What follows belongs to an exercise in optimizing a design on an open flow for small area, a short achievable clock period and few clock cycles per item; a production flow would make more cautious choices.
Power is estimated from default activity; no workload was simulated.

Setup of north:
==> flow/design.v <==
module comparator #(
  parameter int DW = 16,
  parameter int HB = 3
) (
  input  logic [3:0][DW-1:0]  val,
  output logic [3:0]          win,
  output logic [HB-1:0]       o_high,
  output logic [DW-HB-1:0]    o_low
);
  localparam int LB = DW - HB;
  function automatic logic greater(input logic [LB-1:0] a, input logic [LB-1:0] b);
    logic c;
    c = 1'b0;
    for (int k = 0; k < LB; k++) c = (a[k] & ~b[k]) | ((a[k] | ~b[k]) & c);
    greater = c;
  endfunction
  logic [3:0]      cand;         
  logic [3:0]      bits;
  logic [3:0][3:0] beats;        
  always_comb begin
    cand = 4'b1111;
    for (int k = HB - 1; k >= 0; k--) begin
      for (int i = 0; i < 4; i++) bits[i] = val[i][LB + k];
      o_high[k] = |(cand & bits);
      cand = cand & (bits | {4{~o_high[k]}});
    end
  end
  always_comb begin
    beats = '0;
    for (int i = 0; i < 4; i++)
      for (int j = i + 1; j < 4; j++) begin
        beats[i][j] = greater(val[i][LB-1:0], val[j][LB-1:0]);
        beats[j][i] = ~beats[i][j];
      end
    for (int i = 0; i < 4; i++) begin
      win[i] = cand[i];
      for (int j = 0; j < 4; j++)
        if (j != i) win[i] = win[i] & (~cand[j] | beats[i][j]);
    end
  end
  always_comb begin
    o_low = '0;
    for (int i = 0; i < 4; i++) o_low |= {LB{win[i]}} & val[i][LB-1:0];
  end
endmodule
module argmax4_flat #(
  parameter int DW = 13
) (
  input  logic [3:0][DW-1:0] val,
  input  logic [3:0]         flag,
  output logic [3:0]         win
);
  function automatic logic greater(input logic [DW-1:0] a, input logic [DW-1:0] b);
    logic c;
    c = 1'b0;
    for (int k = 0; k < DW; k++) c = (a[k] & ~b[k]) | ((a[k] | ~b[k]) & c);
    greater = c;
  endfunction
  logic [3:0][3:0] beats;        
  always_comb begin
    beats = '0;
    for (int i = 0; i < 4; i++)
      for (int j = i + 1; j < 4; j++) begin
        beats[i][j] = greater(val[i], val[j]);
        beats[j][i] = ~beats[i][j];
      end
    for (int i = 0; i < 4; i++) begin
      win[i] = flag[i];
      for (int j = 0; j < 4; j++)
        if (j != i) win[i] = win[i] & (~flag[j] | beats[i][j]);
    end
  end
endmodule
module argmax16 #(
  parameter int HB = 2      
) (
  input  logic         clk,
  input  logic         rstn,        
  input  logic         in_valid,
  input  logic [255:0] in_data,     
  output logic         out_valid,
  output logic [3:0]   out_idx
);
  localparam int LB = 16 - HB;
  logic                valid_q;
  logic [3:0][HB-1:0]  ghigh;             
  logic [3:0][LB-1:0]  glow, glow_q;      
  logic [3:0][3:0]     gwin;              
  logic [3:0][1:0]     gidx, gidx_q;      
  logic [3:0]          gflag, gflag_q;    
  logic [3:0]          hbits;
  logic                hany;
  logic [3:0]          win;               
  logic [3:0]          idx_c;
  always_ff @(posedge clk or negedge rstn) begin
    if (!rstn) begin
      valid_q   <= 1'b0;
      out_valid <= 1'b0;
    end else begin
      valid_q   <= in_valid;
      out_valid <= valid_q;
    end
  end
  for (genvar g = 0; g < 4; g++) begin : g_grp
    comparator #(.DW(16), .HB(HB)) u_grp (
      .val    (in_data[64*g +: 64]),
      .win    (gwin[g]),
      .o_high (ghigh[g]),
      .o_low  (glow[g])
    );
    assign gidx[g][1] = gwin[g][3] | gwin[g][2];
    assign gidx[g][0] = gwin[g][3] | gwin[g][1];
  end
  always_comb begin
    gflag = 4'b1111;
    for (int k = HB - 1; k >= 0; k--) begin
      for (int g = 0; g < 4; g++) hbits[g] = ghigh[g][k];
      hany  = |(gflag & hbits);
      gflag = gflag & (hbits | {4{~hany}});
    end
  end
  always_ff @(posedge clk) begin
    glow_q  <= glow;
    gidx_q  <= gidx;
    gflag_q <= gflag;
  end
  argmax4_flat #(.DW(LB)) u_top (
    .val  (glow_q),
    .flag (gflag_q),
    .win  (win)
  );
  always_comb begin
    idx_c[3] = win[3] | win[2];
    idx_c[2] = win[3] | win[1];
    idx_c[1:0] = '0;
    for (int g = 0; g < 4; g++) idx_c[1:0] |= {2{win[g]}} & gidx_q[g];
  end
  always_ff @(posedge clk) out_idx <= idx_c;
endmodule
Settings: LEC_CHECK=0, CAP_MARGIN=20, CORE_MARGIN=2, CORE_UTILIZATION=55, CTS_BUF_LIST=sky130_fd_sc_hd__clkbuf_4 sky130_fd_sc_hd__clkbuf_8, SETUP_SLACK_MARGIN=4.3, SLEW_MARGIN=20; clock period 8.5 ns.
standard.sh (not shown) runs the stock make flow with config.mk's settings and CLKGATE_MAP_FILE= SYNTH_SCRIPT=/design/flow/synth_recipe.tcl, a recipe that flattens the netlist after the stock synthesis.
==> flow/flow/run.sh <==
#!/bin/bash
# Standard ORFS layout, with the port buffers made of sky130 buf cells
# instead of the delay buffer buffer_ports picks by default.
set -e
export BUFFER_PORTS_ARGS="-buffer_cell sky130_fd_sc_hd__buf_1"
bash standard.sh > standard.log 2>&1
north finished all stages; the layout is clean.
--- input diff north..south ---
diff --git a/flow/design.v b/flow/design.v
--- a/flow/design.v
+++ b/flow/design.v
@@ -41,41 +41,54 @@
   always_comb begin
     o_low = '0;
     for (int i = 0; i < 4; i++) o_low |= {LB{win[i]}} & val[i][LB-1:0];
   end
 endmodule
 module argmax4_flat #(
-  parameter int DW = 13
+  parameter int DW = 13,
+  parameter int HB = 3
 ) (
   input  logic [3:0][DW-1:0] val,
   input  logic [3:0]         flag,
   output logic [3:0]         win
 );
-  function automatic logic greater(input logic [DW-1:0] a, input logic [DW-1:0] b);
+  localparam int LB = DW - HB;
+  function automatic logic greater(input logic [LB-1:0] a, input logic [LB-1:0] b);
     logic c;
     c = 1'b0;
-    for (int k = 0; k < DW; k++) c = (a[k] & ~b[k]) | ((a[k] | ~b[k]) & c);
+    for (int k = 0; k < LB; k++) c = (a[k] & ~b[k]) | ((a[k] | ~b[k]) & c);
     greater = c;
   endfunction
+  logic [3:0]      cand;         
+  logic            any;
+  logic [3:0]      bits;
   logic [3:0][3:0] beats;        
+  always_comb begin
+    cand = flag;
+    for (int k = DW - 1; k >= LB; k--) begin
+      for (int i = 0; i < 4; i++) bits[i] = val[i][k];
+      any  = |(cand & bits);
+      cand = cand & (bits | {4{~any}});
+    end
+  end
   always_comb begin
     beats = '0;
     for (int i = 0; i < 4; i++)
       for (int j = i + 1; j < 4; j++) begin
-        beats[i][j] = greater(val[i], val[j]);
+        beats[i][j] = greater(val[i][LB-1:0], val[j][LB-1:0]);
         beats[j][i] = ~beats[i][j];
       end
     for (int i = 0; i < 4; i++) begin
-      win[i] = flag[i];
+      win[i] = cand[i];
       for (int j = 0; j < 4; j++)
-        if (j != i) win[i] = win[i] & (~flag[j] | beats[i][j]);
+        if (j != i) win[i] = win[i] & (~cand[j] | beats[i][j]);
     end
   end
 endmodule
 module argmax16 #(
-  parameter int HB = 2      
+  parameter int HB = 3      
 ) (
   input  logic         clk,
   input  logic         rstn,        
   input  logic         in_valid,
   input  logic [255:0] in_data,     
   output logic         out_valid,
south went all the way through the flow, and no timing, DRC or antenna check failed.
[compare] base=north new=south: overall routed net length now smaller, amount of wire on met3 after detailed routing now smaller, worst max-slew margin expressed relative to the limit now larger, number of fill cells in the layout now smaller, number of non-clock inverters in the layout now smaller.
Delta (south minus north): sequential power shrank by about 7.5%, number of cells after detailed placement shrank by about 8%, worst setup slack after layout grew by 0.046 ns, sequential share of layout area shrank by 0.26 points, combinational fraction of design power shrank by 1.8 points.
Synthesized-area fraction occupied by ao, oa, aoi and oai cells: south higher than north
Comparing north against south, there is no change at all in count of cells along the worst hold path.
Function was not checked in any run of this note: the RTL went through the layout flow alone.

---

== rev 12 ==
Another version of the RTL of argmax16 (not shown whole).
Size: ~1500 cells after synthesis, roughly 66 flip-flops, about 11000 um2 of cells after synthesis.
==> module argmax4_flat, before the edit <==
module argmax4_flat #(
  parameter int DW = 13
) (
  input  logic [3:0][DW-1:0] val,
  input  logic [3:0]         flag,
  output logic [3:0]         win
);
  function automatic logic greater(input logic [DW-1:0] a, input logic [DW-1:0] b);
    logic c;
    c = 1'b0;
    for (int k = 0; k < DW; k++) c = (a[k] & ~b[k]) | ((a[k] | ~b[k]) & c);
    greater = c;
  endfunction
  logic [3:0][3:0] beats;        
  always_comb begin
    beats = '0;
    for (int i = 0; i < 4; i++)
      for (int j = i + 1; j < 4; j++) begin
        beats[i][j] = greater(val[i], val[j]);
        beats[j][i] = ~beats[i][j];
      end
    for (int i = 0; i < 4; i++) begin
      win[i] = flag[i];
      for (int j = 0; j < 4; j++)
        if (j != i) win[i] = win[i] & (~flag[j] | beats[i][j]);
    end
  end
endmodule
==> module argmax16, before the edit <==
module argmax16 #(
  parameter int HB = 4      
) (
  input  logic         clk,
  input  logic         rstn,        
  input  logic         in_valid,
  input  logic [255:0] in_data,     
  output logic         out_valid,
  output logic [3:0]   out_idx
);
  localparam int LB = 16 - HB;
  logic                valid_q;
  logic [3:0][HB-1:0]  ghigh;             
  logic [3:0][LB-1:0]  glow, glow_q;      
  logic [3:0][3:0]     gwin;              
  logic [3:0][1:0]     gidx, gidx_q;      
  logic [3:0]          gflag, gflag_q;    
  logic [3:0]          hbits;
  logic                hany;
  logic [3:0]          win;               
  logic [3:0]          idx_c;
  always_ff @(posedge clk or negedge rstn) begin
    if (!rstn) begin
      valid_q   <= 1'b0;
      out_valid <= 1'b0;
    end else begin
      valid_q   <= in_valid;
      out_valid <= valid_q;
    end
  end
  for (genvar g = 0; g < 4; g++) begin : g_grp
    comparator #(.DW(16), .HB(HB)) u_grp (
      .val    (in_data[64*g +: 64]),
      .win    (gwin[g]),
      .o_high (ghigh[g]),
      .o_low  (glow[g])
    );
    assign gidx[g][1] = gwin[g][3] | gwin[g][2];
    assign gidx[g][0] = gwin[g][3] | gwin[g][1];
  end
  always_comb begin
    gflag = 4'b1111;
    for (int k = HB - 1; k >= 0; k--) begin
      for (int g = 0; g < 4; g++) hbits[g] = ghigh[g][k];
      hany  = |(gflag & hbits);
      gflag = gflag & (hbits | {4{~hany}});
    end
  end
  always_ff @(posedge clk) begin
    glow_q  <= glow;
    gidx_q  <= gidx;
    gflag_q <= gflag;
  end
  argmax4_flat #(.DW(LB)) u_top (
    .val  (glow_q),
    .flag (gflag_q),
    .win  (win)
  );
  always_comb begin
    idx_c[3] = win[3] | win[2];
    idx_c[2] = win[3] | win[1];
    idx_c[1:0] = '0;
    for (int g = 0; g < 4; g++) idx_c[1:0] |= {2{win[g]}} & gidx_q[g];
  end
  always_ff @(posedge clk) out_idx <= idx_c;
endmodule
clock: 8.5 ns
lec_check: 0
cap_margin: 20
core_margin: 2
core_utilization: 55
cts_buf_list: sky130_fd_sc_hd__clkbuf_4 sky130_fd_sc_hd__clkbuf_8
setup_slack_margin: 4.3
slew_margin: 20
Scripts as last shown in full above: flow/flow/run.sh
For rev 13, these inputs were changed with respect to rev 12:
--- a/flow/design.v
+++ b/flow/design.v
@@ -42,38 +42,35 @@
     o_low = '0;
     for (int i = 0; i < 4; i++) o_low |= {LB{win[i]}} & val[i][LB-1:0];
   end
 endmodule
-module argmax4_flat #(
+module argmax4_tree #(
   parameter int DW = 13
 ) (
   input  logic [3:0][DW-1:0] val,
   input  logic [3:0]         flag,
-  output logic [3:0]         win
+  output logic [1:0]         pos
 );
   function automatic logic greater(input logic [DW-1:0] a, input logic [DW-1:0] b);
     logic c;
     c = 1'b0;
     for (int k = 0; k < DW; k++) c = (a[k] & ~b[k]) | ((a[k] | ~b[k]) & c);
     greater = c;
   endfunction
-  logic [3:0][3:0] beats;        
-  always_comb begin
-    beats = '0;
-    for (int i = 0; i < 4; i++)
-      for (int j = i + 1; j < 4; j++) begin
-        beats[i][j] = greater(val[i], val[j]);
-        beats[j][i] = ~beats[i][j];
-      end
-    for (int i = 0; i < 4; i++) begin
-      win[i] = flag[i];
-      for (int j = 0; j < 4; j++)
-        if (j != i) win[i] = win[i] & (~flag[j] | beats[i][j]);
-    end
-  end
+  logic          lo_a, hi_a, top_a;    
+  logic [DW-1:0] lo_v, hi_v;
+  logic          lo_f, hi_f;
+  assign lo_a  = flag[0] & (~flag[1] | greater(val[0], val[1]));
+  assign hi_a  = flag[2] & (~flag[3] | greater(val[2], val[3]));
+  assign lo_v  = lo_a ? val[0] : val[1];
+  assign hi_v  = hi_a ? val[2] : val[3];
+  assign lo_f  = flag[0] | flag[1];
+  assign hi_f  = flag[2] | flag[3];
+  assign top_a = lo_f & (~hi_f | greater(lo_v, hi_v));
+  assign pos   = top_a ? {1'b0, ~lo_a} : {1'b1, ~hi_a};
 endmodule
 module argmax16 #(
-  parameter int HB = 4      
+  parameter int HB = 3      
 ) (
   input  logic         clk,
   input  logic         rstn,        
   input  logic         in_valid,
@@ -89,10 +86,9 @@
   logic [3:0][1:0]     gidx, gidx_q;      
   logic [3:0]          gflag, gflag_q;    
   logic [3:0]          hbits;
   logic                hany;
-  logic [3:0]          win;               
-  logic [3:0]          idx_c;
+  logic [1:0]          gpos;              
   always_ff @(posedge clk or negedge rstn) begin
     if (!rstn) begin
       valid_q   <= 1'b0;
       out_valid <= 1'b0;
@@ -123,17 +119,11 @@
     glow_q  <= glow;
     gidx_q  <= gidx;
     gflag_q <= gflag;
   end
-  argmax4_flat #(.DW(LB)) u_top (
+  argmax4_tree #(.DW(LB)) u_top (
     .val  (glow_q),
     .flag (gflag_q),
-    .win  (win)
+    .pos  (gpos)
   );
-  always_comb begin
-    idx_c[3] = win[3] | win[2];
-    idx_c[2] = win[3] | win[1];
-    idx_c[1:0] = '0;
-    for (int g = 0; g < 4; g++) idx_c[1:0] |= {2{win[g]}} & gidx_q[g];
-  end
-  always_ff @(posedge clk) out_idx <= idx_c;
+  always_ff @(posedge clk) out_idx <= {gpos, gidx_q[gpos]};
 endmodule
## What came out
Rev 13 | stages: all done | timing, DRC, antenna: all pass
Looking at count of buffering cells on the critical path with inverters included across rev 13 and rev 12, the one that comes out higher is rev 12.
Between rev 13 and rev 12, the clock edge transition at the registers on the reported setup and hold paths does not differ in any meaningful way.
Rev 13 has sequential share of layout area above what rev 12 had.
Compared with rev 12, in rev 13 core region area now sits higher, power share of the combinational group fell by 0.5 points.
In the tables for rev 13 and rev 12, worst-case setup margin in the final layout reads higher with rev 13.
Rev 13 vs rev 12 — area of placed instances rose about 5%.
Gate count after technology mapping delta for rev 13 relative to rev 12: 155 higher
Per the comparison of rev 13 with rev 12, number of placement rows rose 2.0%, final area went down by about 5.5%, routed wirelength normalized by instance count decreased by 11% relative to the old numbers, post-layout instance count excluding filler cells now sits higher.
No run of this note included a check of the RTL's function; only the layout flow was run.

---

== oak ==
argmax16, a different RTL version from the one above (not shown whole).
For scale: ~260 I/O pins.
==> module argmax4_tree, before the edit <==
module argmax4_tree #(
  parameter int DW = 16
) (
  input  logic [3:0][DW-1:0] val,
  output logic [1:0]         pos
);
  function automatic logic greater(input logic [DW-1:0] a, input logic [DW-1:0] b);
    logic c;
    c = 1'b0;
    for (int k = 0; k < DW; k++) c = (a[k] & ~b[k]) | ((a[k] | ~b[k]) & c);
    greater = c;
  endfunction
  logic          lo_a, hi_a, top_a;    
  logic [DW-1:0] lo_v, hi_v;
  assign lo_a  = greater(val[0], val[1]);
  assign hi_a  = greater(val[2], val[3]);
  assign lo_v  = lo_a ? val[0] : val[1];
  assign hi_v  = hi_a ? val[2] : val[3];
  assign top_a = greater(lo_v, hi_v);
  assign pos   = top_a ? {1'b0, ~lo_a} : {1'b1, ~hi_a};
endmodule
==> module argmax16, before the edit <==
module argmax16 #(
  parameter int HBG = 3     
) (
  input  logic         clk,
  input  logic         rstn,        
  input  logic         in_valid,
  input  logic [255:0] in_data,     
  output logic         out_valid,
  output logic [3:0]   out_idx
);
  logic             valid_q;
  logic [3:0][15:0] gval, gval_q;    
  logic [3:0][3:0]  gwin;            
  logic [3:0][1:0]  gidx, gidx_q;    
  logic [1:0]       gpos;            
  logic [3:0]       idx_c;
  always_ff @(posedge clk or negedge rstn) begin
    if (!rstn) begin
      valid_q   <= 1'b0;
      out_valid <= 1'b0;
    end else begin
      valid_q   <= in_valid;
      out_valid <= valid_q;
    end
  end
  for (genvar g = 0; g < 4; g++) begin : g_grp
    comparator #(.DW(16), .HB(HBG)) u_grp (
      .val   (in_data[64*g +: 64]),
      .win   (gwin[g]),
      .o_val (gval[g])
    );
    assign gidx[g][1] = gwin[g][3] | gwin[g][2];
    assign gidx[g][0] = gwin[g][3] | gwin[g][1];
  end
  always_ff @(posedge clk) begin
    gval_q <= gval;
    gidx_q <= gidx;
  end
  argmax4_tree #(.DW(16)) u_top (
    .val (gval_q),
    .pos (gpos)
  );
  assign idx_c = {gpos, gidx_q[gpos]};
  always_ff @(posedge clk) out_idx <= idx_c;
endmodule
clock: 8.5 ns
lec_check: 0
cap_margin: 20
core_margin: 2
core_utilization: 55
cts_buf_list: sky130_fd_sc_hd__clkbuf_4 sky130_fd_sc_hd__clkbuf_8
setup_slack_margin: 4.3
slew_margin: 20
Scripts as last shown in full above: flow/flow/run.sh
## Diff of input files: pine against oak
--- a/flow/design.v
+++ b/flow/design.v
@@ -44,27 +44,7 @@
   end
 endmodule
-module argmax4_tree #(
-  parameter int DW = 16
-) (
-  input  logic [3:0][DW-1:0] val,
-  output logic [1:0]         pos
-);
-  function automatic logic greater(input logic [DW-1:0] a, input logic [DW-1:0] b);
-    logic c;
-    c = 1'b0;
-    for (int k = 0; k < DW; k++) c = (a[k] & ~b[k]) | ((a[k] | ~b[k]) & c);
-    greater = c;
-  endfunction
-  logic          lo_a, hi_a, top_a;    
-  logic [DW-1:0] lo_v, hi_v;
-  assign lo_a  = greater(val[0], val[1]);
-  assign hi_a  = greater(val[2], val[3]);
-  assign lo_v  = lo_a ? val[0] : val[1];
-  assign hi_v  = hi_a ? val[2] : val[3];
-  assign top_a = greater(lo_v, hi_v);
-  assign pos   = top_a ? {1'b0, ~lo_a} : {1'b1, ~hi_a};
-endmodule
 module argmax16 #(
-  parameter int HBG = 3     
+  parameter int HBG = 2,    
+  parameter int HBT = 3     
 ) (
   input  logic         clk,
@@ -79,5 +59,6 @@
   logic [3:0][3:0]  gwin;            
   logic [3:0][1:0]  gidx, gidx_q;    
-  logic [1:0]       gpos;            
+  logic [3:0]       win;             
+  logic [15:0]      unused_val;
   logic [3:0]       idx_c;
   always_ff @(posedge clk or negedge rstn) begin
@@ -103,9 +84,15 @@
     gidx_q <= gidx;
   end
-  argmax4_tree #(.DW(16)) u_top (
-    .val (gval_q),
-    .pos (gpos)
+  comparator #(.DW(16), .HB(HBT)) u_top (
+    .val   (gval_q),
+    .win   (win),
+    .o_val (unused_val)
   );
-  assign idx_c = {gpos, gidx_q[gpos]};
+  always_comb begin
+    idx_c[3] = win[3] | win[2];
+    idx_c[2] = win[3] | win[1];
+    idx_c[1:0] = '0;
+    for (int g = 0; g < 4; g++) idx_c[1:0] |= {2{win[g]}} & gidx_q[g];
+  end
   always_ff @(posedge clk) out_idx <= idx_c;
 endmodule
Results
pine finished all stages; the layout is clean. Between pine and oak, it is pine whose final worst-path cycle share is lower, by 6.5 points. Per the comparison of pine with oak, combinational power share fell by 5.6 points; final area went down by about 9%; total power of the final layout moved down. Delta (pine minus oak): area growth from synthesis to layout dropped 19 points, adder and majority cell fraction of the synthesized area climbed 1.2 points, number of cells produced by synthesis climbed 35, worst endpoint required time dropped 40 ps, post-layout worst setup margin climbed 550 ps. Of the two values seen for endpoint of the most critical setup path, gval_q[48] was produced by pine and gval_q[10] by oak. Re overall routed net length: pine is about 5% down on oak. pine vs oak: cell count after placement up by a few percent. Of oak and pine, the higher post-layout minimum cycle time belongs to oak.
Function was not checked in any run of this note: the RTL went through the layout flow alone.

[port drivers added, routing unchanged]
In the flow no input, the clock included, has a driving cell. The finished layouts below were timed again as built, in two steps.
Step 1, drivers: a clkbuf_16 drives clk and a buf_2 each remaining input, both assumed.
Step 2 also shifts input and output timing later by t, the mid clock arrival at the registers, as if the neighbouring blocks saw the same clock.
Slacks: ideal / step 1 / step 2; pairs: ideal / step 1.
run | t (ns) | slack for setup (ns) | hold slack, ns | worst setup path after step 2 | cell pins on the clock port's net
north | 0.409 | 4.300 / 4.307 / 3.898 | 0.374 / 0.374 / 0.374 | input to register | 1
south | 0.397 | 4.346 / 4.353 / 3.956 | 0.362 / 0.362 / 0.362 | input to register | 1
rev 12 | 0.387 | 4.002 / 3.971 / 3.585 | 0.354 / 0.354 / 0.354 | input to register | 1
rev 13 | 0.376 | 4.091 / 4.075 / 3.700 | 0.366 / 0.366 / 0.366 | input to register | 1
oak | 0.419 | 3.779 / 3.778 / 3.359 | 0.370 / 0.370 / 0.370 | input to register | 1
pine | 0.394 | 4.329 / 4.342 / 3.949 | 0.361 / 0.361 / 0.361 | input to register | 1
After both steps setup and hold are still met in every run listed. The setup slack of oak, which loses most, moves by -0.001 ns with the drivers and by -0.420 ns with both steps.
